Background: an optimization exercise with open tools, aiming at small area. Do not read the settings as production practice.
Function was checked by simulation only, so behaviour that the tests miss may differ from the original.

Setup of xenon:
// top_module
module top_module(
    input clk,
    input load,
    input [255:0] data,
    output reg [255:0] q );
==> flow/config.mk <==
export PLATFORM = sky130hd
export DESIGN_NAME = top_module
export DESIGN_NICKNAME = top_module
export VERILOG_FILES = /design/flow/design.v
export SDC_FILE = /design/flow/constraint.sdc
export NUM_CORES = 4
export LEC_CHECK = 0
export CAP_MARGIN = 20
export CORE_MARGIN = 2
export CORE_UTILIZATION = 55
export SLEW_MARGIN = 20
export SYNTH_HIERARCHICAL = 1
==> flow/constraint.sdc <==
create_clock -name core_clock -period 5.0 [get_ports {clk}]
set_input_delay 1.0000 -clock core_clock [delete_from_list [all_inputs] [get_ports {clk}]]
set_output_delay 1.0000 -clock core_clock [all_outputs]
set_load 0.01 [all_outputs]
standard.sh (not shown) runs the stock make flow with config.mk's settings and CLKGATE_MAP_FILE= SYNTH_SCRIPT=/design/flow/synth_recipe.tcl, a recipe that flattens the netlist after the stock synthesis.
==> flow/flow/run.sh <==
#!/bin/bash
# The standard layout (standard.sh) with two changes:
#  - after synthesis every logic cell is given the smallest drive strength of
#    its family (flow/downsize.tcl); the resizer upsizes later where needed;
#  - the port buffers that global placement inserts use buf_1.
# Each tool's output goes to the ORFS logs; make's output to standard.log.
set -e
export POST_SYNTH_TCL=$PWD/flow/downsize.tcl
export BUFFER_PORTS_ARGS="-buffer_cell sky130_fd_sc_hd__buf_1"
export CTS_ARGS="-sink_clustering_enable -repair_clock_nets -sink_clustering_size 20 -sink_clustering_max_diameter 60 -buf_list {sky130_fd_sc_hd__clkbuf_8 sky130_fd_sc_hd__clkbuf_16} -root_buf sky130_fd_sc_hd__clkbuf_16 -tree_buf sky130_fd_sc_hd__clkbuf_16 -sink_clustering_buffer sky130_fd_sc_hd__clkbuf_8"
bash standard.sh > standard.log 2>&1
==> flow/flow/downsize.tcl <==
# After synthesis: give every logic cell the smallest drive strength of its
# family (same function, e.g. a21oi_2 -> a21oi_1).  Flip-flops are left alone.
# Later resizer steps still upsize wherever timing, slew or capacitance needs it.
set db [ord::get_db]
set block [[$db getChip] getBlock]
set swapped 0
foreach inst [$block getInsts] {
  set m [$inst getMaster]
  set name [$m getName]
  if {![regexp {^(sky130_fd_sc_hd__[a-z0-9]+)_([0-9]+)$} $name -> base size]} { continue }
  if {[regexp {__(df|sdf|edf|dl|conb|tap|fill|decap|clk)} $base]} { continue }
  set best $m
  set barea [expr {[$m getWidth] * [$m getHeight]}]
  foreach s {0 1 2} {
    set c [$db findMaster "${base}_$s"]
    if {$c eq "NULL" || $c eq ""} { continue }
    set a [expr {[$c getWidth] * [$c getHeight]}]
    if {$a < $barea} { set best $c; set barea $a }
  }
  if {$best ne $m} {
    $inst swapMaster $best
    incr swapped
  }
}
puts "downsize: swapped $swapped instances to smaller drive strengths"
Having completed the whole flow, xenon delivered a layout that passed the timing, design-rule and antenna checks.
#### Input delta (zinc over xenon)
# xenon
export LEC_CHECK = 0
export CAP_MARGIN = 20
export CORE_MARGIN = 2
export CORE_UTILIZATION = 55
export SLEW_MARGIN = 20
export SYNTH_HIERARCHICAL = 1
create_clock -name core_clock -period 5.0 [get_ports {clk}]
# zinc
export LEC_CHECK = 0
export CAP_MARGIN = 0
export CORE_MARGIN = 2
export CORE_UTILIZATION = 55
export SLEW_MARGIN = 0
export SYNTH_HIERARCHICAL = 1
create_clock -name core_clock -period 5.0 [get_ports {clk}]
diff --git a/flow/flow/run.sh b/flow/flow/run.sh
--- a/flow/flow/run.sh
+++ b/flow/flow/run.sh
@@ -9,3 +9,3 @@
 export BUFFER_PORTS_ARGS="-buffer_cell sky130_fd_sc_hd__buf_1"
-export CTS_ARGS="-sink_clustering_enable -repair_clock_nets -sink_clustering_size 20 -sink_clustering_max_diameter 60 -buf_list {sky130_fd_sc_hd__clkbuf_8 sky130_fd_sc_hd__clkbuf_16} -root_buf sky130_fd_sc_hd__clkbuf_16 -tree_buf sky130_fd_sc_hd__clkbuf_16 -sink_clustering_buffer sky130_fd_sc_hd__clkbuf_8"
+export CTS_ARGS="-sink_clustering_enable -repair_clock_nets -sink_clustering_size 20 -sink_clustering_max_diameter 100 -buf_list {sky130_fd_sc_hd__clkbuf_16} -root_buf sky130_fd_sc_hd__clkbuf_16 -tree_buf sky130_fd_sc_hd__clkbuf_16 -sink_clustering_buffer sky130_fd_sc_hd__clkbuf_16"
 bash standard.sh > standard.log 2>&1
--- outcome ---
Of xenon and zinc, the run reporting the lower total met3 wirelength after detailed routing was zinc.
Summary of zinc over xenon: layout cell share with drive strength beyond 1 dropped 0.92 points, worst setup slack fell by 13 ps, maximum frequency decreased by 0.43% relative to the old numbers.
Changes observed in zinc relative to xenon: layout net count shows a reduction of 19, time the final worst path needs with I/O delays and setup has increased, final area now smaller.
Delta(aggregate routed wire length, zinc - xenon) < 0
Edits applied to the flow inputs when going from zinc to pepper:
# zinc
export LEC_CHECK = 0
export CAP_MARGIN = 0
export CORE_MARGIN = 2
export CORE_UTILIZATION = 55
export SLEW_MARGIN = 0
export SYNTH_HIERARCHICAL = 1
create_clock -name core_clock -period 5.0 [get_ports {clk}]
# pepper
export LEC_CHECK = 0
export CAP_MARGIN = 20
export CORE_MARGIN = 2
export CORE_UTILIZATION = 55
export SLEW_MARGIN = 20
export SYNTH_HIERARCHICAL = 1
create_clock -name core_clock -period 5.0 [get_ports {clk}]
diff --git a/flow/flow/run.sh b/flow/flow/run.sh
--- a/flow/flow/run.sh
+++ b/flow/flow/run.sh
@@ -9,3 +9,3 @@
 export BUFFER_PORTS_ARGS="-buffer_cell sky130_fd_sc_hd__buf_1"
-export CTS_ARGS="-sink_clustering_enable -repair_clock_nets -sink_clustering_size 20 -sink_clustering_max_diameter 100 -buf_list {sky130_fd_sc_hd__clkbuf_16} -root_buf sky130_fd_sc_hd__clkbuf_16 -tree_buf sky130_fd_sc_hd__clkbuf_16 -sink_clustering_buffer sky130_fd_sc_hd__clkbuf_16"
+export CTS_ARGS="-sink_clustering_enable -repair_clock_nets -sink_clustering_size 40 -sink_clustering_max_diameter 80 -buf_list {sky130_fd_sc_hd__clkbuf_16} -root_buf sky130_fd_sc_hd__clkbuf_16 -tree_buf sky130_fd_sc_hd__clkbuf_16 -sink_clustering_buffer sky130_fd_sc_hd__clkbuf_16"
 bash standard.sh > standard.log 2>&1
Summary of pepper over zinc: minimum clock period after layout moved up; wire length of the first global-routing pass moved up; sequential fraction of total cell area fell by 0.23 points; overall routed net length did not really move; final hold slack decreased 32 ps.
Here is what was changed in the inputs of yarrow compared with pepper.
# pepper
export LEC_CHECK = 0
export CAP_MARGIN = 20
export CORE_MARGIN = 2
export CORE_UTILIZATION = 55
export SLEW_MARGIN = 20
export SYNTH_HIERARCHICAL = 1
create_clock -name core_clock -period 5.0 [get_ports {clk}]
# yarrow
export LEC_CHECK = 0
export CAP_MARGIN = 0
export CORE_MARGIN = 2
export CORE_UTILIZATION = 55
export SLEW_MARGIN = 0
export SYNTH_HIERARCHICAL = 1
create_clock -name core_clock -period 5.0 [get_ports {clk}]
diff --git a/flow/flow/run.sh b/flow/flow/run.sh
--- a/flow/flow/run.sh
+++ b/flow/flow/run.sh
@@ -9,3 +9,3 @@
 export BUFFER_PORTS_ARGS="-buffer_cell sky130_fd_sc_hd__buf_1"
-export CTS_ARGS="-sink_clustering_enable -repair_clock_nets -sink_clustering_size 40 -sink_clustering_max_diameter 80 -buf_list {sky130_fd_sc_hd__clkbuf_16} -root_buf sky130_fd_sc_hd__clkbuf_16 -tree_buf sky130_fd_sc_hd__clkbuf_16 -sink_clustering_buffer sky130_fd_sc_hd__clkbuf_16"
+export CTS_ARGS="-sink_clustering_enable -repair_clock_nets -sink_clustering_size 24 -sink_clustering_max_diameter 110 -buf_list {sky130_fd_sc_hd__clkbuf_16} -root_buf sky130_fd_sc_hd__clkbuf_16 -tree_buf sky130_fd_sc_hd__clkbuf_16 -sink_clustering_buffer sky130_fd_sc_hd__clkbuf_16"
 bash standard.sh > standard.log 2>&1
Notes after the runs:
Every run (yarrow and pepper) finished clean. pepper ended up with q[56] as its startpoint of the worst setup timing path; yarrow ended up with q[126]. Delta (yarrow minus pepper): cell area after layout went down 500 um2, total routed wirelength held.
Relative to yarrow, the following input files were edited for onyx:
# yarrow
export LEC_CHECK = 0
export CAP_MARGIN = 0
export CORE_MARGIN = 2
export CORE_UTILIZATION = 55
export SLEW_MARGIN = 0
export SYNTH_HIERARCHICAL = 1
create_clock -name core_clock -period 5.0 [get_ports {clk}]
# onyx
export LEC_CHECK = 0
export CAP_MARGIN = 20
export CORE_MARGIN = 2
export CORE_UTILIZATION = 55
export SLEW_MARGIN = 20
export SYNTH_HIERARCHICAL = 1
create_clock -name core_clock -period 5.0 [get_ports {clk}]
diff --git a/flow/flow/run.sh b/flow/flow/run.sh
--- a/flow/flow/run.sh
+++ b/flow/flow/run.sh
@@ -9,3 +9,3 @@
 export BUFFER_PORTS_ARGS="-buffer_cell sky130_fd_sc_hd__buf_1"
-export CTS_ARGS="-sink_clustering_enable -repair_clock_nets -sink_clustering_size 24 -sink_clustering_max_diameter 110 -buf_list {sky130_fd_sc_hd__clkbuf_16} -root_buf sky130_fd_sc_hd__clkbuf_16 -tree_buf sky130_fd_sc_hd__clkbuf_16 -sink_clustering_buffer sky130_fd_sc_hd__clkbuf_16"
+export CTS_ARGS="-sink_clustering_enable -repair_clock_nets -sink_clustering_size 20 -sink_clustering_max_diameter 100 -buf_list {sky130_fd_sc_hd__clkbuf_16} -root_buf sky130_fd_sc_hd__clkbuf_16 -tree_buf sky130_fd_sc_hd__clkbuf_16 -sink_clustering_buffer sky130_fd_sc_hd__clkbuf_16"
 bash standard.sh > standard.log 2>&1
Findings:
onyx finished all stages; the layout is clean.
yarrow and onyx ended up with nearly the same final instance area.
Status: final cell count parity (yarrow, onyx)
Any difference in wire length between yarrow and onyx is small enough to ignore.
Diff yarrow -> onyx: proportion of cell area occupied by multi-input gates moved down; portion of the layout cell area used by non-clock buffers was more or less identical; headroom to the max-slew limit shrank by 3.8 points; met2 wirelength from detailed routing up 0.57%; wire length of the first global-routing pass did not really move.

[afterwards: timing with drivers on the ports]
Ports are ideal in the flow. The routed layouts listed here were re-timed in OpenROAD.
Step 1 sets driving cells, clkbuf_16 on the clock port and buf_2 on the other inputs (assumed; they add their load-dependent delay and slew).
Step 2 times the ports against the registers' clock, not the clock port: input delays grow and output delays shrink by t, the midpoint of the rising clock arrivals with the driver on.
a / b / c = ideal / step 1 / step 2; a / b = the first two.
| run | shift t [ns] | setup slack, ns | hold WS [ns] | latest minus earliest clock arrival (ns) | worst data-port slew with drivers (ns) |
|---|---|---|---|---|---|
| xenon | 0.609 | 1.888 / 1.888 / 1.888 | 0.626 / 0.593 / 0.796 | 0.027 / 0.026 | 0.12 |
| zinc | 0.623 | 1.875 / 1.875 / 1.875 | 0.613 / 0.576 / 0.794 | 0.025 / 0.025 | 0.13 |
| pepper | 0.656 | 1.829 / 1.829 / 1.829 | 0.581 / 0.545 / 0.792 | 0.024 / 0.024 | 0.14 |
| yarrow | 0.610 | 1.836 / 1.836 / 1.836 | 0.619 / 0.578 / 0.798 | 0.035 / 0.036 | 0.12 |
| onyx | 0.623 | 1.875 / 1.875 / 1.875 | 0.613 / 0.576 / 0.794 | 0.025 / 0.025 | 0.13 |
After both steps every run listed still meets setup and hold.
